Context: an optimization exercise on an open-source flow, tuned for small area and a short achievable clock period. The choices shown serve that exercise and are no tape-out recipe. Where RTL was checked, it was by simulation tests only, not by an equivalence proof against the original. Only the layout flow was run in runs 3 to 6; the RTL was not checked for function there.

==> flow/design.v <==
module cordic_unit #(
    parameter int          SHIFT = 0,
    parameter logic [15:0] TAN   = 16'h0,
    parameter int          ZWI   = 16,
    parameter int          ZWO   = 16
) (
    input  logic                   clk,
    input  logic signed [15:0]     x_i,
    input  logic signed [15:0]     y_i,
    input  logic        [15:0]     z_i,
    output logic signed [15:0]     x_o,
    output logic signed [15:0]     y_o,
    output logic        [15:0]     z_o
);
    logic [ZWO-1:0] z_r;
    assign z_o = 16'(z_r);
    logic        neg;
    logic [15:0] ys, xs;
    assign neg = z_i[ZWI-1];
    assign ys  = 16'(y_i >>> SHIFT) ^ {16{~neg}};
    assign xs  = 16'(x_i >>> SHIFT) ^ {16{neg}};
    always_ff @(posedge clk) begin
        x_o <= x_i + ys + {15'd0, ~neg};
        y_o <= y_i + xs + {15'd0, neg};
        z_r <= neg ? ZWO'(z_i) + ZWO'(TAN) : ZWO'(z_i) - ZWO'(TAN);
    end
endmodule
module cordic (
    input  logic        clk,
    input  logic        rst_n,
    input  logic [15:0] angle_i,
    output logic [15:0] sine_o,
    output logic [15:0] cosine_o
);
    localparam int K = 5;
    function automatic int ZW(input int i);
        case (i)
            0: ZW = 16;  1: ZW = 14;  2: ZW = 14;  3: ZW = 13;  4: ZW = 12;
            5: ZW = 11;  6: ZW = 10;  7: ZW = 9;   8: ZW = 8;   9: ZW = 7;
            10: ZW = 6;  11: ZW = 5;  default: ZW = 4;
        endcase
    endfunction
    function automatic logic [15:0] TAN(input int i);
        case (i)
            0: TAN = 16'h2000;  1: TAN = 16'h12E4;  2: TAN = 16'h09FB;  3: TAN = 16'h0511;
            4: TAN = 16'h028B;  5: TAN = 16'h0145;  6: TAN = 16'h00a2;  7: TAN = 16'h0051;
            8: TAN = 16'h0028;  9: TAN = 16'h0014; 10: TAN = 16'h000a; 11: TAN = 16'h0005;
            12: TAN = 16'h0002; 13: TAN = 16'h0001; default: TAN = 16'h0000;
        endcase
    endfunction
    function automatic logic [31:0] START(input logic [K:0] idx);
        logic [31:0] xy;
        case (idx)
            6'd0: xy = 32'hf1f7_7f1e;
            6'd1: xy = 32'h01e7_7fe2;
            6'd2: xy = 32'h11b0_7eaa;
            6'd3: xy = 32'h2152_7b7a;
            6'd4: xy = 32'h2f70_76c5;
            6'd5: xy = 32'h3dda_6ff1;
            6'd6: xy = 32'h4b36_6770;
            6'd7: xy = 32'h5780_5d46;
            6'd8: xy = 32'h5d46_5780;
            6'd9: xy = 32'h6770_4b36;
            6'd10: xy = 32'h6ff1_3dda;
            6'd11: xy = 32'h76c5_2f70;
            6'd12: xy = 32'h7b7a_2152;
            6'd13: xy = 32'h7eaa_11b0;
            6'd14: xy = 32'h7fe2_01e7;
            6'd15: xy = 32'h7f1e_f1f7;
            6'd16: xy = 32'h80e4_f1f5;
            6'd17: xy = 32'h8020_01e5;
            6'd18: xy = 32'h8157_11ad;
            6'd19: xy = 32'h8485_2151;
            6'd20: xy = 32'h893a_2f6e;
            6'd21: xy = 32'h900e_3dda;
            6'd22: xy = 32'h988f_4b36;
            6'd23: xy = 32'ha2b9_5782;
            6'd24: xy = 32'ha880_5d46;
            6'd25: xy = 32'hb4ca_6772;
            6'd26: xy = 32'hc226_6ff1;
            6'd27: xy = 32'hd090_76c7;
            6'd28: xy = 32'hdeae_7b7a;
            6'd29: xy = 32'hee50_7eac;
            6'd30: xy = 32'hfe19_7fe2;
            6'd31: xy = 32'h0e09_7f20;
            6'd32: xy = 32'h0e0d_80e0;
            6'd33: xy = 32'hfe1b_801e;
            6'd34: xy = 32'hee52_8155;
            6'd35: xy = 32'hdeae_8485;
            6'd36: xy = 32'hd092_8939;
            6'd37: xy = 32'hc226_900f;
            6'd38: xy = 32'hb4ca_988e;
            6'd39: xy = 32'ha87e_a2ba;
            6'd40: xy = 32'ha2ba_a87e;
            6'd41: xy = 32'h988e_b4ca;
            6'd42: xy = 32'h900f_c226;
            6'd43: xy = 32'h8939_d092;
            6'd44: xy = 32'h8485_deae;
            6'd45: xy = 32'h8155_ee52;
            6'd46: xy = 32'h801e_fe1b;
            6'd47: xy = 32'h80e0_0e0d;
            6'd48: xy = 32'h7f20_0e09;
            6'd49: xy = 32'h7fe2_fe19;
            6'd50: xy = 32'h7eac_ee50;
            6'd51: xy = 32'h7b7a_deae;
            6'd52: xy = 32'h76c7_d090;
            6'd53: xy = 32'h6ff1_c226;
            6'd54: xy = 32'h6772_b4ca;
            6'd55: xy = 32'h5d46_a880;
            6'd56: xy = 32'h5782_a2b9;
            6'd57: xy = 32'h4b36_988f;
            6'd58: xy = 32'h3dda_900e;
            6'd59: xy = 32'h2f6e_893a;
            6'd60: xy = 32'h2151_8485;
            6'd61: xy = 32'h11ad_8157;
            6'd62: xy = 32'h01e5_8020;
            6'd63: xy = 32'hf1f5_80e4;
            default: xy = 32'h0;
        endcase
        START = xy;
    endfunction
    logic signed [13:0] z1;
    assign z1 = {~angle_i[13], angle_i[12:0]};
    logic d1, d2, d3, d4;
    logic [1:0] s2;
    logic [3:0] s3;
    logic [7:0] s4;
    assign d1 = z1[13];
    assign s2[0] = z1 < 15'sd4836;
    assign s2[1] = z1 < -15'sd4836;
    assign s3[0] = z1 < 15'sd7391;
    assign s3[1] = z1 < 15'sd2281;
    assign s3[2] = z1 < -15'sd2281;
    assign s3[3] = z1 < -15'sd7391;
    assign s4[0] = z1 < 15'sd8688;
    assign s4[1] = z1 < 15'sd6094;
    assign s4[2] = z1 < 15'sd3578;
    assign s4[3] = z1 < 15'sd984;
    assign s4[4] = z1 < -15'sd984;
    assign s4[5] = z1 < -15'sd3578;
    assign s4[6] = z1 < -15'sd6094;
    assign s4[7] = z1 < -15'sd8688;
    assign d2 = s2[d1];
    assign d3 = s3[{d1, d2}];
    assign d4 = s4[{d1, d2, d3}];
    logic [1:0]  q_r;
    logic        d1_r, d2_r, d3_r, d4_r;
    logic [13:0] z1_r;
    always_ff @(posedge clk) begin
        q_r  <= angle_i[15:14];
        d1_r <= d1;
        d2_r <= d2;
        d3_r <= d3;
        d4_r <= d4;
        z1_r <= z1;
    end
    logic [10:0] z5;
    logic [31:0] xy5;
    always_comb begin
        case ({d1_r, d2_r, d3_r, d4_r})
            4'd0: z5 = 11'(z1_r - 14'sd9339);
            4'd1: z5 = 11'(z1_r - 14'sd8037);
            4'd2: z5 = 11'(z1_r - 14'sd6745);
            4'd3: z5 = 11'(z1_r - 14'sd5443);
            4'd4: z5 = 11'(z1_r - 14'sd4229);
            4'd5: z5 = 11'(z1_r - 14'sd2927);
            4'd6: z5 = 11'(z1_r - 14'sd1635);
            4'd7: z5 = 11'(z1_r - 14'sd333);
            4'd8: z5 = 11'(z1_r + 14'sd333);
            4'd9: z5 = 11'(z1_r + 14'sd1635);
            4'd10: z5 = 11'(z1_r + 14'sd2927);
            4'd11: z5 = 11'(z1_r + 14'sd4229);
            4'd12: z5 = 11'(z1_r + 14'sd5443);
            4'd13: z5 = 11'(z1_r + 14'sd6745);
            4'd14: z5 = 11'(z1_r + 14'sd8037);
            4'd15: z5 = 11'(z1_r + 14'sd9339);
        endcase
    end
    assign xy5 = START({q_r, d1_r, d2_r, d3_r, d4_r});
    logic [15:0] x5_r, y5_r;
    logic [10:0] z5_r;
    always_ff @(posedge clk) begin
        x5_r <= xy5[31:16];
        y5_r <= xy5[15:0];
        z5_r <= z5;
    end
    wire [15:0] x_w [K:16];
    wire [15:0] y_w [K:16];
    wire [15:0] z_w [K:16];
    assign x_w[K] = x5_r;
    assign y_w[K] = y5_r;
    assign z_w[K] = {5'd0, z5_r};
    genvar i;
    generate
        for (i = K; i < 16; i++) begin : g_it
            cordic_unit #(.SHIFT(i), .TAN(TAN(i)), .ZWI(ZW(i)), .ZWO(ZW(i+1)))
            u (
                .clk (clk),
                .x_i (x_w[i]),
                .y_i (y_w[i]),
                .z_i (z_w[i]),
                .x_o (x_w[i+1]),
                .y_o (y_w[i+1]),
                .z_o (z_w[i+1])
            );
        end
    endgenerate
    assign sine_o   = y_w[16];
    assign cosine_o = x_w[16];
endmodule
module cordic_angle_acc (
    input  logic        clk,
    input  logic        rst_n,
    input  logic [7:0]  freq_i,
    output logic [15:0] angle_o
);
    localparam logic [35:0] C = 36'hC6980C68B;
    function automatic logic [43:0] TL(input logic [3:0] n);   
        case (n)
            4'd0: TL = 44'h00000000000;
            4'd1: TL = 44'h00c6980c68b;
            4'd2: TL = 44'h018d3018d16;
            4'd3: TL = 44'h0253c8253a1;
            4'd4: TL = 44'h031a6031a2c;
            4'd5: TL = 44'h03e0f83e0b7;
            4'd6: TL = 44'h04a7904a742;
            4'd7: TL = 44'h056e2856dcd;
            4'd8: TL = 44'h0634c063458;
            4'd9: TL = 44'h06fb586fae3;
            4'd10: TL = 44'h07c1f07c16e;
            4'd11: TL = 44'h088888887f9;
            4'd12: TL = 44'h094f2094e84;
            4'd13: TL = 44'h0a15b8a150f;
            4'd14: TL = 44'h0adc50adb9a;
            4'd15: TL = 44'h0ba2e8ba225;
        endcase
    endfunction
    function automatic logic [43:0] TH(input logic [3:0] n);   
        case (n)
            4'd0: TH = 44'h00000000000;
            4'd1: TH = 44'h0c6980c68b0;
            4'd2: TH = 44'h18d3018d160;
            4'd3: TH = 44'h253c8253a10;
            4'd4: TH = 44'h31a6031a2c0;
            4'd5: TH = 44'h3e0f83e0b70;
            4'd6: TH = 44'h4a7904a7420;
            4'd7: TH = 44'h56e2856dcd0;
            4'd8: TH = 44'h634c0634580;
            4'd9: TH = 44'h6fb586fae30;
            4'd10: TH = 44'h7c1f07c16e0;
            4'd11: TH = 44'h88888887f90;
            4'd12: TH = 44'h94f2094e840;
            4'd13: TH = 44'ha15b8a150f0;
            4'd14: TH = 44'hadc50adb9a0;
            4'd15: TH = 44'hba2e8ba2250;
        endcase
    endfunction
    logic [7:0]  f0, f1, f2;
    logic [1:0]  s_a;
    logic        c_a, c_b, c_lo;
    logic [15:0] inc_lo, inc_hi;
    logic [15:0] acc_lo, acc_hi;
    logic [43:0] u0h, u0l, u1h, u1l, u2h, u2l;
    logic [14:0] s0;
    logic [14:0] s1;
    logic [16:0] a_lo;
    assign u0h  = TH(f0[7:4]);
    assign u0l  = TL(f0[3:0]);
    assign u1h  = TH(f1[7:4]);
    assign u1l  = TL(f1[3:0]);
    assign u2h  = TH(f2[7:4]);
    assign u2l  = TL(f2[3:0]);
    assign s0   = {1'b0, u0h[13:0]} + {1'b0, u0l[13:0]};
    assign s1   = {1'b0, u1h[27:14]} + {1'b0, u1l[27:14]} + {14'd0, c_a};
    assign a_lo = {1'b0, acc_lo} + {1'b0, inc_lo};
    assign angle_o = acc_hi;
    always_ff @(posedge clk, negedge rst_n) begin
        if (!rst_n) begin
            f0     <= 0;
            f1     <= 0;
            f2     <= 0;
            s_a    <= 0;
            c_a    <= 0;
            inc_lo <= 0;
            c_b    <= 0;
            inc_hi <= 0;
            acc_lo <= 0;
            c_lo   <= 0;
            acc_hi <= 0;
        end else begin
            f0     <= freq_i;
            f1     <= f0;
            s_a    <= s0[13:12];
            c_a    <= s0[14];
            f2     <= f1;
            inc_lo <= {s1[13:0], s_a};
            c_b    <= s1[14];
            inc_hi <= u2h[43:28] + u2l[43:28] + {15'd0, c_b};
            acc_lo <= a_lo[15:0];
            c_lo   <= a_lo[16];
            acc_hi <= acc_hi + inc_hi + {15'd0, c_lo};
        end
    end
endmodule
module ddfs (
    input  logic        clk,
    input  logic        rst_n,
    input  logic [7:0]  freq_i,
    output logic [15:0] sine_o,
    output logic [15:0] cosine_o
);
    logic [15:0] angle;
    cordic_angle_acc ANG_ACC (
        .clk     (clk),
        .rst_n   (rst_n),
        .freq_i  (freq_i),
        .angle_o (angle)
    );
    cordic CORDIC_CORE (
        .clk      (clk),
        .rst_n    (rst_n),
        .angle_i  (angle),
        .sine_o   (sine_o),
        .cosine_o (cosine_o)
    );
endmodule
==> flow/flow/run.sh <==
#!/bin/bash
set -euo pipefail
export BUFFER_PORTS_ARGS="-buffer_cell sky130_fd_sc_hd__buf_4"
export SETUP_SLACK_MARGIN=5.3
bash standard.sh > standard.log 2>&1
==> flow/standard.sh <==
#!/bin/bash
# synth_recipe.tcl (not shown) runs the flow's synth.tcl, then flattens the netlist and writes it again
# the make line also repeats each setting of config.mk as NAME=value (left out here)
make -C /OpenROAD-flow-scripts/flow DESIGN_CONFIG=/design/flow/config.mk WORK_HOME=/design/flow/orfs CLKGATE_MAP_FILE= SYNTH_SCRIPT=/design/flow/synth_recipe.tcl "${@:-finish}"
==> flow/config.mk <==
export PLATFORM = sky130hd
export DESIGN_NAME = ddfs
export DESIGN_NICKNAME = ddfs
export VERILOG_FILES = /design/flow/design.v
export SDC_FILE = /design/flow/constraint.sdc
export NUM_CORES = 4
export LEC_CHECK = 0
export ABC_AREA = 1
export CAP_MARGIN = 5
export CORE_MARGIN = 2
export CORE_UTILIZATION = 45
export CTS_CLUSTER_DIAMETER = 100
export CTS_CLUSTER_SIZE = 30
export PLACE_DENSITY = 0.6
export SLEW_MARGIN = 5
==> flow/constraint.sdc <==
create_clock -name core_clock -period 8.0 [get_ports {clk}]
set_input_delay 1.6000 -clock core_clock [delete_from_list [all_inputs] [get_ports {clk}]]
set_output_delay 1.6000 -clock core_clock [all_outputs]
set_load 0.01 [all_outputs]
==> impl_metrics.ini, run 1 <==
[floorplanning]
die_area_um2 = 82300
floorplan.core_area_um2 = 79100
floorplan.die.height_um = 287
die_w_um = 287
ioPinCount = 42
floorplan.initialDensity_pct = 45.5
rows = 103

[place]
detailed_place.area_um2 = 37500
place_congestion = 0.985
hpwlAfterDp_mm = 65.4
buffer_ports.inserted = 41

[cells_and_area]
mostFrequentLayoutCells = nand2_1, ha_1, dfxtp_1, a21oi_1, xor2_1
finalNetCount = 4998
antenna_cells = 0
area_growth_syn_to_layout_pct = 11.5
final_design_area_no_fill_um2 = 40100
most_common_library_cell_in_the_layout_ignoring_fill_and_taps = nand2_1
fraction_of_final_layout_cells_sized_beyond_drive_strength_1_pct = 9.71

[clock_tree]
clkSlewWorstSetupHoldPaths_ns = 0.11
htreeDepth = 1
cts_tree = built
worstSkewPairLatency_ns = 0.62
cts-root-to-sink-buffers = 3
cts_made_buffers = 28
clkSinkCount = 560
root_buffer = clkbuf_16
postCtsHoldBufs = 0

[timing]
transition_at_the_pin_with_the_smallest_max_transition_slack_ns = 1.08
timing.hold.ws_ns = 0.329
final_min_period_over_clock_period_pct = 33.7
period_minus_slack_ns = 2.70
timing.clock.skew_ns = 0.0217
hold_fails_final_rpt = 0
setup_viol = 0
maxClockFrequency_mhz = 371
report.final.slew_viol_count = 0
slew_headroom_pct = 27.9
grt_setup_unrepaired = yes
tns_ns = 0

[logic_synthesis]
synth_nets = 4900
ys_seq_area_share_pct = 32.4
synth_seq_cells = 560
synth_area_um2 = 36000
share_of_cell_area_taken_by_muxes_after_synthesis_pct = 0
yosys.area_share.simple_pct = 16.7
synth_edf_count = 0
synthFlopType = dfxtp_1
yosys.area.top_type_share_pct = 26.0
synthesis.yosys.warnings = 13
synth_cell_types = 60
synth_top_cells_by_area = dfxtp_1, ha_1, xor2_1, nand2_1, dfrtp_1
synth-compound-area-share_pct = 15.3
synth_top_family_by_area = adder cells
postSynth.asyncResetShare_pct = 16.6
synth_xor_xnor_area_share_pct = 13.2
synthDominantAreaCellType = dfxtp_1
synthCells = 4393
synth_adder_area_share_pct = 18.1
average_instance_area_after_synthesis_um2 = 8.20

[outcome]
outcome = finished clean

[worst_setup_path]
critical_path_class = reg -> reg
setup.worst_path.end_class = register
cp.buffers_inverters = 4
cp_slowest_cell = dfrtp_2
timing.critical_path.cells = inv_4, ha_4, inv_4, o21ai_4, xor2_2, fa_2, fa_2, nand3_2, nand2_2, a21oi_2, inv_1, a21oi_2, inv_1, nand3_2, nand2_2, nand4_1, nand2_1
critical_path.max_stage_delay_ns = 0.45
critical_path_fanout_max = 4
timing.critical_path.required_ns = 8.51
start_kind = register
cp_top_family = adder cells
cp.arrival_ns = 3.21

[detailed_routing]
route.final.wire_length_mm = 83.6
drtAntennaViolNets = 0
vias = 29000
drt-pass1-iter-count = 8
wire_per_inst_um = 15.0
detail_route.vias_per_cell = 5.22
drt_first_iter_violations = 1697
detailed_route_drc_error_count = 0

[job]
maxCapViolations = 0

[global_route]
grt_overflow_total = 0
number_of_global_route_vias_before_repair = 27600
grt_first_pass_wirelength_mm = 136
grt_antenna_before_repair = 0
grt_start_max_net_pins = 63
grt_util_all_layers_pct = 19.7

[min_path]
min-delay-path-class = reg -> reg
## path summary, 6_finish.rpt
path | startpoint | endpoint | slack, ns | depth (start not counted)
worst min-delay path | CORDIC_CORE.g_it[8].u.z_r[1] | CORDIC_CORE.g_it[9].u.z_r[1] | 0.33 | 0
max in group asynchronous | rst_n | ANG_ACC.f1[6] | 5.93 | 2
min in group asynchronous | rst_n | ANG_ACC.f2[5] | 0.98 | 1
worst max register to register | ANG_ACC.f1[5] | ANG_ACC.c_b | 5.30 | 17
worst min register to register | CORDIC_CORE.g_it[8].u.z_r[1] | CORDIC_CORE.g_it[9].u.z_r[1] | 0.33 | 0
worst max-delay path | ANG_ACC.f1[5] | ANG_ACC.c_b | 5.30 | 17
## cell usage after synthesis (7+ instances only)
cell,number
nand3_1,264
buf_2,23
nor3_1,24
nand2_1,851
xor2_1,369
dfrtp_1,93
a31oi_1,56
o22ai_1,24
o21ai_2,39
nor2_1,292
nand4_1,17
a21oi_1,396
a21o_1,50
xnor2_1,175
buf_4,9
nor2_2,7
inv_1,309
dfxtp_1,467
fa_1,38
o211ai_1,17
ha_1,459
o21a_1,25
a211oi_1,22
o2111ai_1,10
o21bai_1,9
o31ai_1,10
o21ai_0,201
clkbuf_1,24
inv_2,14
o21ai_1,16
a21boi_1,15
## through the flow
stage / util, % / cells / setup slack (ns)
finish: 50.7 / 5560 / 5.30
global route: 50.7 / 5560 / 5.16
CTS: 49.3 / 5506 / 5.17
detailed placement: 47.3 / 5434 / 4.46
global placement: 47.3 / 5434 / 4.55
floorplan: - / 4393 / 5.28
## layout make-up
type	instances	area, um2
clock buffer	33	751
clock inverter	16	230
fill	7649	39000
inverter	324	1290
multi-input combinational	3446	23600
sequential	560	11800
tap	1050	1310
timing repair buffer	130	1190
timing repair inverter	1	5.00
## routing by layer
| layer | vias to the layer above | GRT usage [%] | wire, um |
|---|---|---|---|
| li1 | 15000 | - | - |
| met1 | 13300 | 25.6 | 38100 |
| met2 | 572 | 34.8 | 40300 |
| met3 | 147 | 1.88 | 3240 |
| met4 | 0 | 4.88 | 1980 |
| met5 | - | 0 | 0 |
## worst register-to-register path, delay by kind of cell, from the launching register on
family,cells,cell delay [ns]
xor+xnor,1,0.16
simple gates,6,0.44
flops,1,0.45
buf+inv,4,0.27
compound gates,3,0.29
fa+ha+maj,3,0.99
## cell families (layout without fill, tap and decap cells)
logic type,count (synthesis),after routing
compound gates,936,936
fa+ha+maj,497,497
flops,560,560
simple gates,1469,1469
buf+inv,387,504
xor+xnor,544,544
## sequential cells by signal (all words and copies together) (netlist names), 16 cells and up
| register | cells |
|---|---|
| CORDIC_CORE.g_it.u.x_o | 176 |
| CORDIC_CORE.g_it.u.y_o | 176 |
| ANG_ACC.acc_hi | 16 |
| CORDIC_CORE.x5_r | 16 |
| CORDIC_CORE.y5_r | 16 |
| CORDIC_CORE.g_it.u.z_r | 55 |
| ANG_ACC.acc_lo | 16 |
| ANG_ACC.inc_hi | 16 |
| ANG_ACC.inc_lo | 16 |
## what timing repair did
| action | 4_1_cts | 5_1_grt |
|---|---|---|
| pin swaps | 12 | 41 |
| resized for setup | 128 | 153 |
| gates cloned | 1 | 3 |
| setup buffers | 22 | 51 |
| endpoints found under the setup margin | 143 | 102 |
==> inputs of run 2 (changes only) <==
==> flow/flow/run.sh (replaced) <==
#!/bin/bash
set -euo pipefail
export BUFFER_PORTS_ARGS="-buffer_cell sky130_fd_sc_hd__buf_4"
export SETUP_SLACK_MARGIN=5.4
bash standard.sh > standard.log 2>&1
--- a/flow/config.mk
+++ b/flow/config.mk
@@ -7,9 +7,9 @@
 export LEC_CHECK = 0
 export ABC_AREA = 1
-export CAP_MARGIN = 5
+export CAP_MARGIN = 20
 export CORE_MARGIN = 2
 export CORE_UTILIZATION = 45
-export CTS_CLUSTER_DIAMETER = 100
+export CTS_CLUSTER_DIAMETER = 150
 export CTS_CLUSTER_SIZE = 30
 export PLACE_DENSITY = 0.6
-export SLEW_MARGIN = 5
+export SLEW_MARGIN = 20
==> impl_metrics.ini, run 2 <==
[outcome]
outcome = finished clean

[cells_and_area]
biggestRegsByFlops = CORDIC_CORE.g_it.u.x_o: 176 flops, CORDIC_CORE.g_it.u.y_o: 176 flops, CORDIC_CORE.g_it.u.z_r: 55 flops
post-route-util_pct = 50.8
fraction_of_final_layout_cells_sized_beyond_drive_strength_1_pct = 10.3
mostFrequentLayoutCells = nand2_1, ha_1, dfxtp_1, a21oi_1, xor2_1
antenna_cells = 0
area_growth_syn_to_layout_pct = 11.7
finalNetCount = 5019
most_common_library_cell_in_the_layout_ignoring_fill_and_taps = nand2_1

[global_route]
grt_first_pass_wirelength_mm = 138
number_of_global_route_vias_before_repair = 28000
grt_start_max_net_pins = 63
grt_util_all_layers_pct = 20.2
grt_overflow_total = 0
grt_antenna_before_repair = 2

[logic_synthesis]
yosys.area.top_type_share_pct = 26.0
synth_area_um2 = 36000
average_instance_area_after_synthesis_um2 = 8.20
synth_cell_types = 60
synth_nets = 4900
postSynth.asyncResetShare_pct = 16.6
synth_edf_count = 0
synthDominantAreaCellType = dfxtp_1
synth_commonest_cells = nand2_1, dfxtp_1, ha_1, a21oi_1, xor2_1
most_used_standard_cell_by_instance_count_after_synthesis = nand2_1
synth_top_cells_by_area = dfxtp_1, ha_1, xor2_1, nand2_1, dfrtp_1
synthCells = 4393
synthFlopType = dfxtp_1
ys_seq_area_share_pct = 32.4
synth_seq_cells = 560
synthesis.yosys.warnings = 13

[timing]
setup_viol = 0
transition_at_the_pin_with_the_smallest_max_transition_slack_ns = 0.740
hold_fails_final_rpt = 0
maxClockFrequency_mhz = 373
final_min_period_over_clock_period_pct = 33.5
grt_setup_unrepaired = yes
timing.clock.skew_ns = 0.0314
period_minus_slack_ns = 2.68
slew_headroom_pct = 50.2
report.final.slew_viol_count = 0
tns_ns = 0

[job]
maxCapViolations = 0

[worst_setup_path]
cp.arrival_ns = 3.16
cp-startpoint = ANG_ACC.f2[0]
rrSetupSlack_ns = 5.32
timing.critical_path.required_ns = 8.48
rr_endpoint = ANG_ACC.inc_hi[10]
setup.worst_path.end_class = register
crit_reg_reg_startpoint = ANG_ACC.f2[0]
critical_path.endpoint = ANG_ACC.inc_hi[10]
critical_path_class = reg -> reg
r2r_cells = 12
start_kind = register
critical_path_fanout_max = 4

[clock_tree]
postCtsHoldBufs = 0
root_buffer = clkbuf_16
clkSlewWorstSetupHoldPaths_ns = 0.12
htreeDepth = 1
cts_tree = built
cts-root-to-sink-buffers = 3
clkSinkCount = 560
worstSkewPairLatency_ns = 0.60
cts_made_buffers = 23

[min_path]
min-delay-path-class = reg -> reg

[detailed_routing]
drtAntennaViolNets = 0
detailed_route_drc_error_count = 0
vias = 29200
drt-pass1-iter-count = 6
route.final.wire_length_mm = 84.9
wire_per_inst_um = 15.2
drt_first_iter_violations = 1790
detail_route.vias_per_cell = 5.24

[floorplanning]
die_area_um2 = 82300
rows = 103
floorplan.core_area_um2 = 79100
floorplan.initialDensity_pct = 45.5
die_w_um = 287
ioPinCount = 42
floorplan.die.height_um = 287

[place]
hpwlAfterDp_mm = 65.9
buffer_ports.inserted = 41
place_congestion = 0.941
==> run 2: critical path, stage by stage, from the launching register on <==
cell and delay [ns]:
dfrtp_2 0.42, inv_4 0.06, ha_4 0.28, o21ai_4 0.05
o22ai_1 0.16, inv_1 0.08, fa_2 0.38, fa_2 0.39
o21ai_4 0.19, buf_4 0.14, a21oi_4 0.05, o21a_1 0.22
xnor2_2 0.14
==> run 2: per-stage QoR <==
step / instances / hold slack [ns] / cell area, um2 / setup slack (ns)
after floorplan: 4393 / 0.310 / 36100 / 5.33
final: 5568 / 0.339 / 40200 / 5.32
after detailed placement: 5437 / 0.312 / 37500 / 4.45
after global routing: 5568 / 0.348 / 40200 / 5.19
after global placement: 5437 / 0.310 / 37500 / 4.48
after CTS: 5522 / 0.336 / 39300 / 5.21
==> run 2: how the worst min path moves through the flow <==
stage / cells past startpoint / slack, ns / startpoint / to
CTS: 0 / 0.34 / CORDIC_CORE.g_it[8].u.z_r[0] / CORDIC_CORE.g_it[9].u.z_r[0]
detailed placement: 0 / 0.31 / CORDIC_CORE.g_it[9].u.z_r[0] / CORDIC_CORE.g_it[10].u.z_r[0]
floorplan: 0 / 0.31 / CORDIC_CORE.g_it[9].u.z_r[0] / CORDIC_CORE.g_it[10].u.z_r[0]
global route: 0 / 0.35 / CORDIC_CORE.g_it[9].u.z_r[0] / CORDIC_CORE.g_it[10].u.z_r[0]
finish: 0 / 0.34 / CORDIC_CORE.g_it[7].u.z_r[0] / CORDIC_CORE.g_it[8].u.z_r[0]
global placement: 0 / 0.31 / CORDIC_CORE.g_it[9].u.z_r[0] / CORDIC_CORE.g_it[10].u.z_r[0]
==> run 2: area by class of cell <==
cell class                 instances  area [um2]
timing repair inverter             1        5.00
inverter                         324        1290
fill                            7587       38900
multi-input combinational       3446       23700
tap                             1050        1310
clock inverter                     2        46.3
timing repair buffer             156        1440
clock buffer                      29         608
sequential                       560       11800
==> run 2: cells by family (layout without fill, tap and decap cells) <==
family | after synthesis | in the layout | synth area share (%)
AO/OA/AOI/OAI | 936 | 936 | 15.3
XOR/XNOR | 544 | 544 | 13.2
adder cells (fa/ha/maj) | 497 | 497 | 18.1
buffers and inverters | 387 | 512 | 4.31
flip-flops | 560 | 560 | 32.4
AND/OR/NAND/NOR | 1469 | 1469 | 16.7
==> run 2: layer usage <==
layer / up-vias / routed length, um / track usage (%)
met1: 13300 / 39100 / 26.5
met2: 593 / 40500 / 35.4
met3: 136 / 3050 / 1.95
met5: - / 31 / 0
li1: 15100 / - / -
met4: 2 / 2200 / 4.96
==> run 2: what timing repair did <==
item / in CTS / in global routing
gates resized for setup: 170 / 149
buffers inserted: 51 / 45
pin swaps: 30 / 61
gates cloned: 3 / 1
endpoints found under the setup margin: 145 / 129
==> inputs of run 3 (changes only) <==
--- a/flow/design.v
+++ b/flow/design.v
@@ -15,4 +15,24 @@
     logic [ZWO-1:0] z_r;
     assign z_o = 16'(z_r);
+    function automatic logic [16:0] add16(input logic [15:0] a, input logic [15:0] b, input logic ci);
+        logic [15:0] g, p, G, P, c;
+        g = a & b;
+        p = a ^ b;
+        g[0] = g[0] | (p[0] & ci);
+        G = g;
+        P = p;
+        for (int l = 1; l < 16; l = l * 2)
+            for (int k = 2 * l - 1; k < 16; k = k + 2 * l) begin
+                G[k] = G[k] | (P[k] & G[k-l]);
+                P[k] = P[k] & P[k-l];
+            end
+        for (int l = 4; l >= 1; l = l / 2)
+            for (int k = 3 * l - 1; k < 16; k = k + 2 * l) begin
+                G[k] = G[k] | (P[k] & G[k-l]);
+                P[k] = P[k] & P[k-l];
+            end
+        c = {G[14:0], ci};
+        add16 = {G[15], p ^ c};
+    endfunction
     logic        neg;
     logic [15:0] ys, xs;
@@ -21,6 +41,6 @@
     assign xs  = 16'(x_i >>> SHIFT) ^ {16{neg}};
     always_ff @(posedge clk) begin
-        x_o <= x_i + ys + {15'd0, ~neg};
-        y_o <= y_i + xs + {15'd0, neg};
+        x_o <= 16'(add16(x_i, ys, ~neg));
+        y_o <= 16'(add16(y_i, xs, neg));
         z_r <= neg ? ZWO'(z_i) + ZWO'(TAN) : ZWO'(z_i) - ZWO'(TAN);
     end
==> flow/run.sh (new file) <==
#!/bin/bash
# synth_recipe.tcl (not shown) runs the flow's synth.tcl, then flattens the netlist and writes it again
# the make line also repeats each setting of config.mk as NAME=value (left out here)
make -C /OpenROAD-flow-scripts/flow DESIGN_CONFIG=/design/flow/config.mk WORK_HOME=/design/flow/orfs CLKGATE_MAP_FILE= SYNTH_SCRIPT=/design/flow/synth_recipe.tcl finish
--- a/flow/config.mk
+++ b/flow/config.mk
@@ -10,6 +10,7 @@
 export CORE_MARGIN = 2
 export CORE_UTILIZATION = 45
-export CTS_CLUSTER_DIAMETER = 150
+export CTS_CLUSTER_DIAMETER = 100
 export CTS_CLUSTER_SIZE = 30
 export PLACE_DENSITY = 0.6
+export SETUP_SLACK_MARGIN = 5
 export SLEW_MARGIN = 20
removed: flow/flow/run.sh
removed: flow/standard.sh
==> impl_metrics.ini, run 3 <==
[cells_and_area]
fraction_of_final_layout_cells_sized_beyond_drive_strength_1_pct = 10.7
finish.cell_count_without_fillers = 5026
area_growth_syn_to_layout_pct = 13.2
antenna_cells = 0
finalNetCount = 4588
biggestRegsByFlops = CORDIC_CORE.g_it.u.x_o: 176 flops, CORDIC_CORE.g_it.u.y_o: 176 flops, CORDIC_CORE.g_it.u.z_r: 55 flops
most_common_library_cell_in_the_layout_ignoring_fill_and_taps = inv_1
mostFrequentLayoutCells = inv_1, nand2_1, dfxtp_1, ha_1, xor2_1

[detailed_routing]
detail_route.vias_per_cell = 4.91
drtAntennaViolNets = 0
detailed_route_drc_error_count = 0
vias = 24700
wire_per_inst_um = 14.1
drt-pass1-iter-count = 5
drt_first_iter_violations = 1147
route.final.wire_length_mm = 71.1

[clock_tree]
clkSinkCount = 560
root_buffer = clkbuf_16
worstSkewPairLatency_ns = 0.63
cts-root-to-sink-buffers = 3
postCtsHoldBufs = 0
cts_made_buffers = 31
htreeDepth = 1
clkSlewWorstSetupHoldPaths_ns = 0.12
cts_tree = built

[timing]
hold_fails_final_rpt = 0
maxClockFrequency_mhz = 350
setup_viol = 0
tns_ns = 0
timing.clock.skew_ns = 0.0416
final_min_period_over_clock_period_pct = 35.8
report.final.slew_viol_count = 0
period_minus_slack_ns = 2.86
slew_headroom_pct = 51.5
transition_at_the_pin_with_the_smallest_max_transition_slack_ns = 0.727
grt_setup_unrepaired = yes

[logic_synthesis]
synth_seq_cells = 560
synth_area_um2 = 34800
postSynth.asyncResetShare_pct = 16.6
average_instance_area_after_synthesis_um2 = 9.06
synthesis.yosys.warnings = 13
synth_cell_types = 63
synth_nets = 4452
synthCells = 3835
synth_commonest_cells = inv_1, nand2_1, dfxtp_1, ha_1, xor2_1
synthDominantAreaCellType = dfxtp_1
most_used_standard_cell_by_instance_count_after_synthesis = inv_1
yosys.area.top_type_share_pct = 26.9
ys_seq_area_share_pct = 33.6
synthFlopType = dfxtp_1
synth_edf_count = 0
synth_top_cells_by_area = dfxtp_1, ha_1, fa_1, inv_1, dfrtp_1

[min_path]
min-delay-path-class = reg -> reg

[worst_setup_path]
cp.arrival_ns = 3.45
timing.critical_path.required_ns = 8.59
start_kind = register
critical_path_class = reg -> reg
setup.worst_path.end_class = register
critical_path_fanout_max = 11

[global_route]
gr-usage-met3_pct = 1.61
number_of_global_route_vias_before_repair = 24300
grt_start_max_net_pins = 70
grt_busiest_layer = met2
grtUsageMet1_pct = 23.7
grt_antenna_before_repair = 0
grt.met2_usage_pct = 31.8
grt_overflow_total = 0
grt_util_all_layers_pct = 18.0
grt_first_pass_wirelength_mm = 119

[floorplanning]
floorplan.core_area_um2 = 76200
floorplan.initialDensity_pct = 45.6
ioPinCount = 42
die_area_um2 = 79500
floorplan.die.height_um = 282
rows = 101
die_w_um = 282

[place]
hpwlAfterDp_mm = 55.1
dpl.cell_count = 4855
place_congestion = 0.965
buffer_ports.inserted = 41

[job]
maxCapViolations = 0

[outcome]
outcome = finished clean
-- run 3: changes by cell type after synthesis, sizes merged, moves of 23 or more --
cell / before / now
a221oi: 3 / 27
nand2: 854 / 528
inv: 323 / 660
nand3: 264 / 108
o21a: 25 / 2
xor2: 369 / 234
fa: 38 / 192
a21oi: 401 / 213
o21ai: 256 / 207
a31o: 1 / 46
nor2: 302 / 187
ha: 459 / 415
-- run 3: cells by family after synthesis --
| kind of cell | after synthesis | share of synthesized area (%) |
|---|---|---|
| buf+inv | 726 | 8.11 |
| flops | 560 | 33.6 |
| mux | 14 | 0.403 |
| xor+xnor | 388 | 9.78 |
| simple gates | 869 | 10.3 |
| fa+ha+maj | 607 | 26.0 |
| compound gates | 671 | 11.8 |
-- run 3: critical path: stages, from the launching register on --
cell	delay, ns
dfxtp_4	0.46
buf_12	0.13
xor2_4	0.26
inv_4	0.14
ha_1	0.38
a21o_1	0.23
a221oi_2	0.27
o21ai_2	0.13
nand2_1	0.07
nand2_1	0.06
a21boi_1	0.18
fa_1	0.45
inv_1	0.06
-- run 3: through the flow --
step / utilization (%) / setup WS [ns] / cell area [um2] / hold slack [ns]
finish: 51.6 / 5.14 / 39300 / 0.339
global route: 51.6 / 4.90 / 39300 / 0.346
CTS: 50.5 / 4.98 / 38500 / 0.343
detailed placement: 47.9 / 4.25 / 36500 / 0.315
global placement: 47.9 / 4.35 / 36500 / 0.311
floorplan: - / 4.89 / 35000 / 0.310
-- run 3: repair_timing --
item,in CTS,in global routing
endpoints found under the setup margin,215,105
pin swaps,8,21
setup buffers,58,53
resized for setup,123,124
gates cloned,1,1
-- run 3: routing by layer --
| metal | vias to the layer above | routed length, um |
|---|---|---|
| met3 | 98 | 2020 |
| met5 | - | 0 |
| li1 | 12700 | - |
| met1 | 11600 | 33000 |
| met4 | 0 | 1490 |
| met2 | 345 | 34500 |
-- run 3: final timing paths --
check,endpoint,slack [ns],cells past startpoint,startpoint
hold / removal,CORDIC_CORE.g_it[6].u.z_r[0],0.34,0,CORDIC_CORE.g_it[5].u.z_r[0]
hold reg to reg,CORDIC_CORE.g_it[6].u.z_r[0],0.34,0,CORDIC_CORE.g_it[5].u.z_r[0]
setup / recovery,CORDIC_CORE.g_it[10].u.x_o[14],5.14,12,CORDIC_CORE.g_it[9].u.z_r[5]
min in group asynchronous,ANG_ACC.acc_lo[0],0.92,1,rst_n
setup reg to reg,CORDIC_CORE.g_it[10].u.x_o[14],5.14,12,CORDIC_CORE.g_it[9].u.z_r[5]
max in group asynchronous,ANG_ACC.f2[5],5.93,2,rst_n
-- run 3: final cells by class --
type                       count  area (um2)
clock buffer                  35         833
clock inverter                23         389
fill                        7036       36900
inverter                     664        2580
multi-input combinational   2549       21100
sequential                   560       11700
tap                         1030        1290
timing repair buffer         164        1410
timing repair inverter         1        7.51
==> inputs of run 4 (changes only) <==
--- a/flow/design.v
+++ b/flow/design.v
@@ -15,5 +15,5 @@
     logic [ZWO-1:0] z_r;
     assign z_o = 16'(z_r);
-    function automatic logic [16:0] add16(input logic [15:0] a, input logic [15:0] b, input logic ci);
+    function automatic logic [15:0] add16(input logic [15:0] a, input logic [15:0] b, input logic ci);
         logic [15:0] g, p, G, P, c;
         g = a & b;
@@ -33,5 +33,5 @@
             end
         c = {G[14:0], ci};
-        add16 = {G[15], p ^ c};
+        add16 = p ^ c;
     endfunction
     logic        neg;
@@ -41,6 +41,6 @@
     assign xs  = 16'(x_i >>> SHIFT) ^ {16{neg}};
     always_ff @(posedge clk) begin
-        x_o <= 16'(add16(x_i, ys, ~neg));
-        y_o <= 16'(add16(y_i, xs, neg));
+        x_o <= add16(x_i, ys, ~neg);
+        y_o <= add16(y_i, xs, neg);
         z_r <= neg ? ZWO'(z_i) + ZWO'(TAN) : ZWO'(z_i) - ZWO'(TAN);
     end
@@ -276,48 +276,48 @@
         endcase
     endfunction
-    logic [7:0]  f0, f1, f2;
-    logic [1:0]  s_a;
-    logic        c_a, c_b, c_lo;
-    logic [15:0] inc_lo, inc_hi;
+    logic [7:0]  fz, fa, fb, fc;
+    logic        c12;
+    logic        ca, cb;
     logic [15:0] acc_lo, acc_hi;
-    logic [43:0] u0h, u0l, u1h, u1l, u2h, u2l;
-    logic [14:0] s0;
-    logic [14:0] s1;
-    logic [16:0] a_lo;
-    assign u0h  = TH(f0[7:4]);
-    assign u0l  = TL(f0[3:0]);
-    assign u1h  = TH(f1[7:4]);
-    assign u1l  = TL(f1[3:0]);
-    assign u2h  = TH(f2[7:4]);
-    assign u2l  = TL(f2[3:0]);
-    assign s0   = {1'b0, u0h[13:0]} + {1'b0, u0l[13:0]};
-    assign s1   = {1'b0, u1h[27:14]} + {1'b0, u1l[27:14]} + {14'd0, c_a};
-    assign a_lo = {1'b0, acc_lo} + {1'b0, inc_lo};
+    logic [43:0] uah, ual, ubh, ubl, uch, ucl;
+    logic [12:0] s12;
+    logic [16:0] s_lo;
+    logic [15:0] ps_lo, pc_lo, ps_hi, pc_hi;
+    logic [16:0] s_hi;
+    assign uah  = TH(fa[7:4]);
+    assign ual  = TL(fa[3:0]);
+    assign ubh  = TH(fb[7:4]);
+    assign ubl  = TL(fb[3:0]);
+    assign uch  = TH(fc[7:4]);
+    assign ucl  = TL(fc[3:0]);
+    assign s12  = {1'b0, uah[11:0]} + {1'b0, ual[11:0]};
+    assign ps_lo = acc_lo ^ ubh[27:12] ^ ubl[27:12];
+    assign pc_lo = (acc_lo & ubh[27:12]) | (acc_lo & ubl[27:12]) | (ubh[27:12] & ubl[27:12]);
+    assign s_lo  = {1'b0, ps_lo} + {1'b0, pc_lo[14:0], c12};
+    assign ps_hi = acc_hi ^ uch[43:28] ^ ucl[43:28];
+    assign pc_hi = (acc_hi & uch[43:28]) | (acc_hi & ucl[43:28]) | (uch[43:28] & ucl[43:28]);
+    assign s_hi  = {ps_hi, 1'b1} + {pc_hi[14:0], ca, cb};
     assign angle_o = acc_hi;
     always_ff @(posedge clk, negedge rst_n) begin
         if (!rst_n) begin
-            f0     <= 0;
-            f1     <= 0;
-            f2     <= 0;
-            s_a    <= 0;
-            c_a    <= 0;
-            inc_lo <= 0;
-            c_b    <= 0;
-            inc_hi <= 0;
+            fz     <= 0;
+            fa     <= 0;
+            fb     <= 0;
+            fc     <= 0;
+            c12    <= 0;
+            ca     <= 0;
+            cb     <= 0;
             acc_lo <= 0;
-            c_lo   <= 0;
             acc_hi <= 0;
         end else begin
-            f0     <= freq_i;
-            f1     <= f0;
-            s_a    <= s0[13:12];
-            c_a    <= s0[14];
-            f2     <= f1;
-            inc_lo <= {s1[13:0], s_a};
-            c_b    <= s1[14];
-            inc_hi <= u2h[43:28] + u2l[43:28] + {15'd0, c_b};
-            acc_lo <= a_lo[15:0];
-            c_lo   <= a_lo[16];
-            acc_hi <= acc_hi + inc_hi + {15'd0, c_lo};
+            fz     <= freq_i;
+            fa     <= fz;
+            fb     <= fa;
+            c12    <= s12[12];
+            fc     <= fb;
+            acc_lo <= s_lo[15:0];
+            ca     <= s_lo[16];
+            cb     <= pc_lo[15];
+            acc_hi <= s_hi[16:1];
         end
     end
==> impl_metrics.ini, run 4 <==
[outcome]
outcome = finished clean

[worst_setup_path]
crit_reg_reg_startpoint = ANG_ACC.fc[0]
r2r_cells = 12
start_kind = register
cp_common_cell = fa_2
setup.worst_path.end_class = register
critical_path.max_stage_delay_ns = 0.51
cp.arrival_ns = 3.56
rr_endpoint = ANG_ACC.acc_hi[7]
critical_path_class = reg -> reg
timing.critical_path.required_ns = 8.55
cp_slowest_cell = fa_2
rrSetupSlack_ns = 4.99
critical_path_fanout_max = 3
timing.critical_path.cells = inv_4, ha_2, nor2_1, o32ai_2, inv_1, fa_2, fa_2, o21ai_4, a21boi_2, o21ai_2, buf_4, xor2_1

[detailed_routing]
vias = 23800
route.final.wire_length_mm = 70.1
drt_first_iter_violations = 1238
drt-pass1-iter-count = 6
detail_route.vias_per_cell = 4.91
drtAntennaViolNets = 0
wire_per_inst_um = 14.4
detailed_route_drc_error_count = 0

[timing]
timing.hold.ws_ns = 0.336
setup_viol = 0
transition_at_the_pin_with_the_smallest_max_transition_slack_ns = 0.883
timing.clock.skew_ns = 0.0340
period_minus_slack_ns = 3.01
hold_fails_final_rpt = 0
report.final.slew_viol_count = 0
tns_ns = 0
final_min_period_over_clock_period_pct = 37.7
maxClockFrequency_mhz = 332
slew_headroom_pct = 41.1
grt_setup_unrepaired = yes

[clock_tree]
clkSlewWorstSetupHoldPaths_ns = 0.11
cts-root-to-sink-buffers = 3
htreeDepth = 1
cts_made_buffers = 28
worstSkewPairLatency_ns = 0.63
clkSinkCount = 534
root_buffer = clkbuf_16
cts_tree = built

[global_route]
grtUsageMet1_pct = 22.4
grt_util_all_layers_pct = 18.0
number_of_global_route_vias_before_repair = 23300
grt_first_pass_wirelength_mm = 115
gr-usage-met3_pct = 1.62
grt_start_max_net_pins = 68
grt_busiest_layer = met2
grt_antenna_before_repair = 0
grt_overflow_total = 0
grt.met2_usage_pct = 33.3

[logic_synthesis]
synthFlopType = dfxtp_1
most_used_standard_cell_by_instance_count_after_synthesis = inv_1
synthCells = 3673
ys_seq_area_share_pct = 32.9
synth_seq_cells = 534
yosys.area.top_type_share_pct = 27.9
synth_commonest_cells = inv_1, nand2_1, dfxtp_1, ha_1, xor2_1
synthDominantAreaCellType = dfxtp_1
synth_edf_count = 0
average_instance_area_after_synthesis_um2 = 9.11
synth_top_cells_by_area = dfxtp_1, ha_1, fa_1, inv_1, xor2_1
synth_area_um2 = 33500
synthesis.yosys.warnings = 13
synth_nets = 4297
postSynth.asyncResetShare_pct = 12.5
synth_cell_types = 62

[cells_and_area]
finalNetCount = 4485
fraction_of_final_layout_cells_sized_beyond_drive_strength_1_pct = 14.7
finish.cell_count_without_fillers = 4851
area.sequential_um2 = 11100
filler_instances = 6796
mostFrequentLayoutCells = inv_1, dfxtp_1, nand2_1, ha_1
biggestRegsByFlops = CORDIC_CORE.g_it.u.x_o: 176 flops, CORDIC_CORE.g_it.u.y_o: 176 flops, CORDIC_CORE.g_it.u.z_r: 55 flops
multi_input_comb_area_um2 = 21100
post-route-util_pct = 52.4
area_growth_syn_to_layout_pct = 15.9
antenna_cells = 0
most_common_library_cell_in_the_layout_ignoring_fill_and_taps = inv_1

[floorplanning]
rows = 100
floorplan.core_area_um2 = 74100
die_area_um2 = 76600
die_w_um = 277
floorplan.die.height_um = 277
floorplan.initialDensity_pct = 45.2
ioPinCount = 42

[place]
buffer_ports.inserted = 41
place_congestion = 0.937
hpwlAfterDp_mm = 53.2
dpl.cell_count = 4632

[min_path]
min-delay-path-class = reg -> reg
min_delay_path_depth = 0
min-delay-start = CORDIC_CORE.g_it[11].u.z_r[0]
holdPathEnd = CORDIC_CORE.g_it[12].u.z_r[0]

[job]
maxCapViolations = 0
-- run 4: cell types whose count changed after synthesis, sizes merged, moves of 11 or more --
cell / delta
buf: -11
inv: -19
o211ai: +11
a31oi: -28
xor2: -21
dfrtp: -26
o21ai: -18
nand2: -54
a221oi: -26
a21boi: +46
fa: +17
-- run 4: final cells by class --
class,instances,share of cell area [%]
tap,969,3.12
clock buffer,30,1.91
timing repair buffer,218,4.80
timing repair inverter,1,0.0129
sequential,534,28.6
clock inverter,21,0.680
multi-input combinational,2435,54.4
inverter,643,6.45
-- run 4: per-stage QoR --
stage	instance area, um2	setup slack (ns)
after floorplan	33700	4.99
after global placement	35100	4.26
after detailed placement	35100	4.25
after CTS	37200	4.98
after global routing	38800	4.88
final	38800	4.99
-- run 4: what timing repair did --
action	4_1_cts	5_1_grt
resized for setup	207	216
hold buffers	0	0
cloned	0	3
buffers inserted	70	95
endpoints found under the setup margin	246	105
pin swaps	28	88
-- run 4: worst max path at each step --
stage,slack [ns],from,to,cells after the start
after floorplan,4.99,CORDIC_CORE.g_it[13].u.x_o[15],CORDIC_CORE.g_it[14].u.y_o[15],13
after global placement,4.26,CORDIC_CORE.g_it[8].u.z_r[6],CORDIC_CORE.g_it[9].u.x_o[15],12
after detailed placement,4.25,CORDIC_CORE.g_it[8].u.z_r[6],CORDIC_CORE.g_it[9].u.x_o[15],12
after CTS,4.98,ANG_ACC.fb[0],ANG_ACC.acc_lo[11],16
after global routing,4.88,ANG_ACC.fc[0],ANG_ACC.acc_hi[9],16
final,4.99,ANG_ACC.fc[0],ANG_ACC.acc_hi[7],12
-- run 4: worst max-delay path: cells and delay by family, from the launching register on --
kind,cells,cell delay [ns]
AO/OA/AOI/OAI,4,0.81
XOR/XNOR,1,0.14
adder cells (fa/ha/maj),3,1.14
buffers and inverters,3,0.32
flip-flops,1,0.45
AND/OR/NAND/NOR,1,0.06
-- run 4: logic make-up after synthesis --
kind of cell / count (synthesis) / synth area share [%]
AO/OA/AOI/OAI: 633 / 11.5
flip-flops: 534 / 32.9
XOR/XNOR: 373 / 9.78
buffers and inverters: 704 / 8.03
multiplexers: 15 / 0.452
AND/OR/NAND/NOR: 800 / 9.69
adder cells (fa/ha/maj): 614 / 27.6
-- run 4: metal layers --
metal,wire (um),up-vias
li1,-,12100
met4,1860,0
met1,30300,11200
met2,35700,392
met3,2180,122
met5,0,-
==> inputs of run 5 (changes only) <==
--- a/flow/config.mk
+++ b/flow/config.mk
@@ -6,5 +6,4 @@
 export NUM_CORES = 4
 export LEC_CHECK = 0
-export ABC_AREA = 1
 export CAP_MARGIN = 20
 export CORE_MARGIN = 2
==> impl_metrics.ini, run 5 <==
[outcome]
outcome = finished clean

[floorplanning]
rows = 99
floorplan.die.height_um = 275
floorplan.core_area_um2 = 72700
die_area_um2 = 75400
floorplan.initialDensity_pct = 45.3
die_w_um = 275
ioPinCount = 42

[logic_synthesis]
postSynth.asyncResetShare_pct = 12.5
ys_seq_area_share_pct = 33.5
synthesis.yosys.warnings = 13
synthCells = 3268
synth_area_um2 = 32900
synth_top_cells_by_area = dfxtp_1, ha_1, fa_1, xnor2_1, dfrtp_1
synth_cell_types = 70
synth_nets = 3892
most_used_standard_cell_by_instance_count_after_synthesis = dfxtp_1
average_instance_area_after_synthesis_um2 = 10.1
synthFlopType = dfxtp_1
yosys.area.top_type_share_pct = 28.4
synthDominantAreaCellType = dfxtp_1
synth_commonest_cells = dfxtp_1, ha_1, inv_1, fa_1, xnor2_1
synth_edf_count = 0
synth_seq_cells = 534

[cells_and_area]
mostFrequentLayoutCells = dfxtp_1, ha_1, inv_1, buf_4, xnor2_1
final_design_area_no_fill_um2 = 39700
antenna_cells = 0
area_growth_syn_to_layout_pct = 20.5
biggestRegsByFlops = CORDIC_CORE.g_it.u.x_o: 176 flops, CORDIC_CORE.g_it.u.y_o: 176 flops, CORDIC_CORE.g_it.u.z_r: 55 flops
most_common_library_cell_in_the_layout_ignoring_fill_and_taps = dfxtp_1
finalNetCount = 4107
post-route-util_pct = 54.6
fraction_of_final_layout_cells_sized_beyond_drive_strength_1_pct = 20.1

[worst_setup_path]
cp.buffers_inverters = 3
critical_path.max_stage_delay_ns = 0.55
critical_path_fanout_max = 6
cp.arrival_ns = 3.87
timing.critical_path.cells = buf_6, ha_2, inv_2, o21ai_1, a21o_1, fa_1, inv_2, ha_4, nand2_1, o211ai_1, a31oi_4, a21oi_2, nand2_2, o21ai_2, a21oi_2, xnor2_1
setup.worst_path.end_class = register
start_kind = register
cp_slowest_cell = fa_1
cp_top_family = compound AO/OA/AOI/OAI gates
critical_path_class = reg -> reg
timing.critical_path.required_ns = 8.49

[detailed_routing]
drt_first_iter_violations = 1153
detailed_route_drc_error_count = 0
route.final.wire_length_mm = 76.0
vias = 23300
drt-pass1-iter-count = 6
detail_route.vias_per_cell = 5.22
wire_per_inst_um = 17.1
drtAntennaViolNets = 0

[min_path]
min-delay-path-class = reg -> reg

[clock_tree]
clkSinkCount = 534
root_buffer = clkbuf_16
cts_tree = built
htreeDepth = 1
cts_made_buffers = 25
clkSlewWorstSetupHoldPaths_ns = 0.11
worstSkewPairLatency_ns = 0.59
cts-root-to-sink-buffers = 3

[global_route]
grt_util_all_layers_pct = 19.8
grt_start_max_net_pins = 83
number_of_global_route_vias_before_repair = 24200
grt_antenna_before_repair = 1
grt_overflow_total = 0
grt_first_pass_wirelength_mm = 122

[timing]
hold_fails_final_rpt = 0
timing.clock.skew_ns = 0.0213
tns_ns = 0
transition_at_the_pin_with_the_smallest_max_transition_slack_ns = 0.988
report.final.slew_viol_count = 0
period_minus_slack_ns = 3.38
maxClockFrequency_mhz = 296
grt_setup_unrepaired = yes
slew_headroom_pct = 33.9
final_min_period_over_clock_period_pct = 42.3
setup_viol = 0

[place]
place_congestion = 0.881
detailed_place.area_um2 = 34800
hpwlAfterDp_mm = 54.3
buffer_ports.inserted = 41

[job]
maxCapViolations = 0
## run 5: cell types whose count changed after synthesis, sizes merged, moves of 42 or more
cell / previous run / this run
nand2: 474 / 168
inv: 641 / 399
a21o: 27 / 158
o21ai: 189 / 105
nand3: 100 / 25
a21boi: 70 / 4
nor3: 7 / 72
nor2: 193 / 148
xnor2: 160 / 202
## run 5: logic make-up after synthesis
logic type,share of synthesized area [%]
buf+inv,5.77
simple gates,6.89
fa+ha+maj,28.1
mux,1.66
compound gates,14.0
flops,33.5
xor+xnor,10.1
## run 5: layout make-up
type	instances	area (um2)
inverters	401	1550
clock inverters	12	194
repair buffers	288	2690
multi-input cells	2233	22300
fillers	6275	33000
well taps	959	1200
clock buffers	30	644
flip-flops and latches	534	11100
## run 5: final timing paths
kind                                         startpoint                           end  slack (ns)  cells past startpoint
setup / recovery                          ANG_ACC.fc[5]            ANG_ACC.acc_hi[14]        4.62                     16
hold / removal             CORDIC_CORE.g_it[7].u.z_r[1]  CORDIC_CORE.g_it[8].u.z_r[1]        0.33                      0
setup reg to reg                          ANG_ACC.fc[5]            ANG_ACC.acc_hi[14]        4.62                     16
min in group asynchronous                         rst_n             ANG_ACC.acc_lo[1]        1.19                      2
hold reg to reg            CORDIC_CORE.g_it[7].u.z_r[1]  CORDIC_CORE.g_it[8].u.z_r[1]        0.33                      0
max in group asynchronous                         rst_n                 ANG_ACC.fc[3]        6.17                      2
## run 5: stage by stage
stage               worst slack [ns]  cells  hold WS [ns]
finish                          4.62   4457         0.327
global route                    4.43   4457         0.344
CTS                             4.59   4356         0.336
detailed placement              4.19   4177         0.312
global placement                4.28   4177         0.311
floorplan                       4.76   3268         0.310
## run 5: layer usage
metal	wire, um	track usage (%)	vias to the layer above
met4	2080	5.39	0
met1	30800	23.6	11400
met5	0	0	-
li1	-	-	11400
met2	40400	37.4	412
met3	2710	2.07	123
## run 5: repair_timing
action	4_1_cts	5_1_grt
endpoints found under the hold margin	0	0
setup endpoints to repair	233	114
hold buffers	0	0
gates resized for setup	214	252
cloned	3	0
buffers inserted	134	101
pin swaps	96	219
==> inputs of run 6 (changes only) <==
--- a/flow/config.mk
+++ b/flow/config.mk
@@ -6,4 +6,5 @@
 export NUM_CORES = 4
 export LEC_CHECK = 0
+export ABC_AREA = 1
 export CAP_MARGIN = 20
 export CORE_MARGIN = 2
@@ -12,4 +13,4 @@
 export CTS_CLUSTER_SIZE = 30
 export PLACE_DENSITY = 0.6
-export SETUP_SLACK_MARGIN = 5
+export SETUP_SLACK_MARGIN = 4.5
 export SLEW_MARGIN = 20
==> impl_metrics.ini, run 6 <==
[timing]
timing.clock.skew_ns = 0.0293
transition_at_the_pin_with_the_smallest_max_transition_slack_ns = 1.07
grt_setup_unrepaired = yes
maxClockFrequency_mhz = 306
final.setup.worst_slack_ns = 4.73
slew_headroom_pct = 28.6
period_minus_slack_ns = 3.27
report.final.slew_viol_count = 0
setup_viol = 0
final_min_period_over_clock_period_pct = 40.9
timing.hold.ws_ns = 0.339
tns_ns = 0
hold_fails_final_rpt = 0

[worst_setup_path]
critical_path.max_stage_delay_ns = 0.43
cp.arrival_ns = 3.77
crit_reg_reg_startpoint = CORDIC_CORE.g_it[7].u.z_r[7]
timing.critical_path.cells = buf_4, xor2_2, inv_1, ha_1, nand2_1, inv_1, nand3_1, o21ai_0, nand2_1, nand2_1, a21boi_0, fa_1, xnor2_1
critical_path_class = reg -> reg
timing.critical_path.required_ns = 8.50
critical_path_fanout_max = 18
start_kind = register
cp-startpoint = CORDIC_CORE.g_it[7].u.z_r[7]
cp.buffers_inverters = 3
cp_slowest_cell = fa_1
cp_common_cell = nand2_1
setup.worst_path.end_class = register
cp_top_family = adder cells

[detailed_routing]
drtAntennaViolNets = 0
vias = 22900
drt-met1-wl_mm = 29.9
met2_wirelength_mm = 32.9
route.final.wire_length_mm = 66.7
drt_first_iter_violations = 1251
top_signal_layer_used = met4
drt-pass1-iter-count = 6
detailed_route_drc_error_count = 0
routed-wl-met3_mm = 2.14
detail_route.vias_per_cell = 4.86
wire_per_inst_um = 14.1

[floorplanning]
floorplan.die.height_um = 277
floorplan.initialDensity_pct = 45.2
rows = 100
ioPinCount = 42
floorplan.core_area_um2 = 74100
die_area_um2 = 76600
die_w_um = 277

[cells_and_area]
post-route-util_pct = 49.4
area_growth_syn_to_layout_pct = 9.23
finalNetCount = 4353
fraction_of_final_layout_cells_sized_beyond_drive_strength_1_pct = 6.29
mostFrequentLayoutCells = inv_1, nand2_1, dfxtp_1, ha_1, fa_1
biggestRegsByFlops = CORDIC_CORE.g_it.u.x_o: 176 flops, CORDIC_CORE.g_it.u.y_o: 176 flops, CORDIC_CORE.g_it.u.z_r: 55 flops
most_common_library_cell_in_the_layout_ignoring_fill_and_taps = inv_1
antenna_cells = 0
finish.cell_count_without_fillers = 4719

[global_route]
grt_start_max_net_pins = 68
grt_first_pass_wirelength_mm = 112
grt_overflow_total = 0
grt_util_all_layers_pct = 17.5
number_of_global_route_vias_before_repair = 22600
grt_antenna_before_repair = 1

[logic_synthesis]
ys_seq_area_share_pct = 32.9
synth_seq_cells = 534
synth_edf_count = 0
synth_top_cells_by_area = dfxtp_1, ha_1, fa_1, inv_1, xor2_1
yosys.area.top_type_share_pct = 27.9
postSynth.asyncResetShare_pct = 12.5
synth_commonest_cells = inv_1, nand2_1, dfxtp_1, ha_1, xor2_1
synthFlopType = dfxtp_1
most_used_standard_cell_by_instance_count_after_synthesis = inv_1
synth_nets = 4297
average_instance_area_after_synthesis_um2 = 9.11
synthCells = 3673
synthDominantAreaCellType = dfxtp_1
synth_area_um2 = 33500
synth_cell_types = 62
synthesis.yosys.warnings = 13

[job]
maxCapViolations = 0

[place]
buffer_ports.inserted = 41
hpwlAfterDp_mm = 53.0
dpl.cell_count = 4635
place_congestion = 0.932
dp_slack_ns = 4.00

[clock_tree]
cts-root-to-sink-buffers = 3
clkSlewWorstSetupHoldPaths_ns = 0.11
root_buffer = clkbuf_16
cts_made_buffers = 28
clkSinkCount = 534
worstSkewPairLatency_ns = 0.63
htreeDepth = 1
cts_tree = built
postCtsHoldBufs = 0

[outcome]
outcome = finished clean

[min_path]
min-delay-path-class = reg -> reg
min-delay-start = CORDIC_CORE.g_it[5].u.z_r[0]
-- run 6: what timing repair did --
action | in CTS | in global routing
pin swaps | 0 | 4
buffers inserted | 16 | 17
cloned | 0 | 0
resized for setup | 29 | 69
setup endpoints to repair | 87 | 101
-- run 6: routing by layer --
layer	GRT usage, %	up-vias
met5	0	-
met4	4.33	0
met3	1.76	98
met2	31.7	395
met1	22.5	10600
li1	-	11800
-- run 6: final timing paths --
kind / end / slack (ns) / depth (start not counted)
worst max-delay path: CORDIC_CORE.g_it[8].u.x_o[15] / 4.73 / 13
worst min-delay path: CORDIC_CORE.g_it[6].u.z_r[0] / 0.34 / 0
worst max register to register: CORDIC_CORE.g_it[8].u.x_o[15] / 4.73 / 13
worst min register to register: CORDIC_CORE.g_it[6].u.z_r[0] / 0.34 / 0
max in group asynchronous: ANG_ACC.fb[4] / 6.22 / 2
min in group asynchronous: ANG_ACC.fz[0] / 1.16 / 2
-- run 6: logic make-up after synthesis --
family / synth area share, %
DFF: 32.9
buffers and inverters: 8.03
AOI/OAI and AO/OA: 11.5
adders and majority gates: 27.6
muxes: 0.452
and+or+nand+nor: 9.69
xor gates and xnor gates: 9.78
-- run 6: stage by stage --
step	instance area, um2
floorplan	33500
global placement	34900
finish	36600
global route	36600
CTS	36200
detailed placement	34900
-- run 6: area by class of cell --
| cell class | count | area [um2] |
|---|---|---|
| well taps | 969 | 1210 |
| repair buffers | 87 | 754 |
| flip-flops and latches | 534 | 11100 |
| clock buffers | 31 | 743 |
| inverters | 643 | 2450 |
| multi-input cells | 2435 | 20100 |
| clock inverters | 20 | 294 |
| fillers | 7037 | 37500 |

what the ideal ports hide:
The results above use ideal ports. As a check the final layouts listed here were re-extracted and re-timed, cells and wires unchanged.
Step 1, drivers: a clkbuf_16 drives clk and a buf_2 each remaining input, both assumed.
Step 2, shift: input delay + t, output delay - t, t = (earliest + latest rising clock arrival at the registers) / 2. This alone moves slack from input paths to output paths.
a / b / c = ideal / step 1 / step 2; a / b = the first two.
run | shift t [ns] | slack for setup (ns) | worst setup path after step 2 | latest minus earliest clock arrival (ns) | slew at the worst register clock pin (ns)
run 1 | 0.678 | 5.302 / 5.269 / 5.296 | input, reset recovery | 0.024 / 0.024 | 0.12 / 0.12
run 2 | 0.647 | 5.316 / 5.283 / 5.312 | input, reset recovery | 0.035 / 0.034 | 0.12 / 0.12
run 3 | 0.682 | 5.140 / 5.090 / 5.140 | register to register | 0.043 / 0.042 | 0.12 / 0.12
run 4 | 0.679 | 4.988 / 4.988 / 4.988 | register to register | 0.038 / 0.038 | 0.11 / 0.11
run 5 | 0.653 | 4.617 / 4.617 / 4.617 | register to register | 0.036 / 0.036 | 0.11 / 0.11
run 6 | 0.673 | 4.730 / 4.730 / 4.730 | register to register | 0.036 / 0.035 | 0.11 / 0.11
After both steps every run listed still meets setup and hold. For run 1, which loses most, drivers alone change the setup slack by -0.033 ns; drivers and shift together by -0.006 ns. The worst setup slack also covers recovery checks on asynchronous resets.
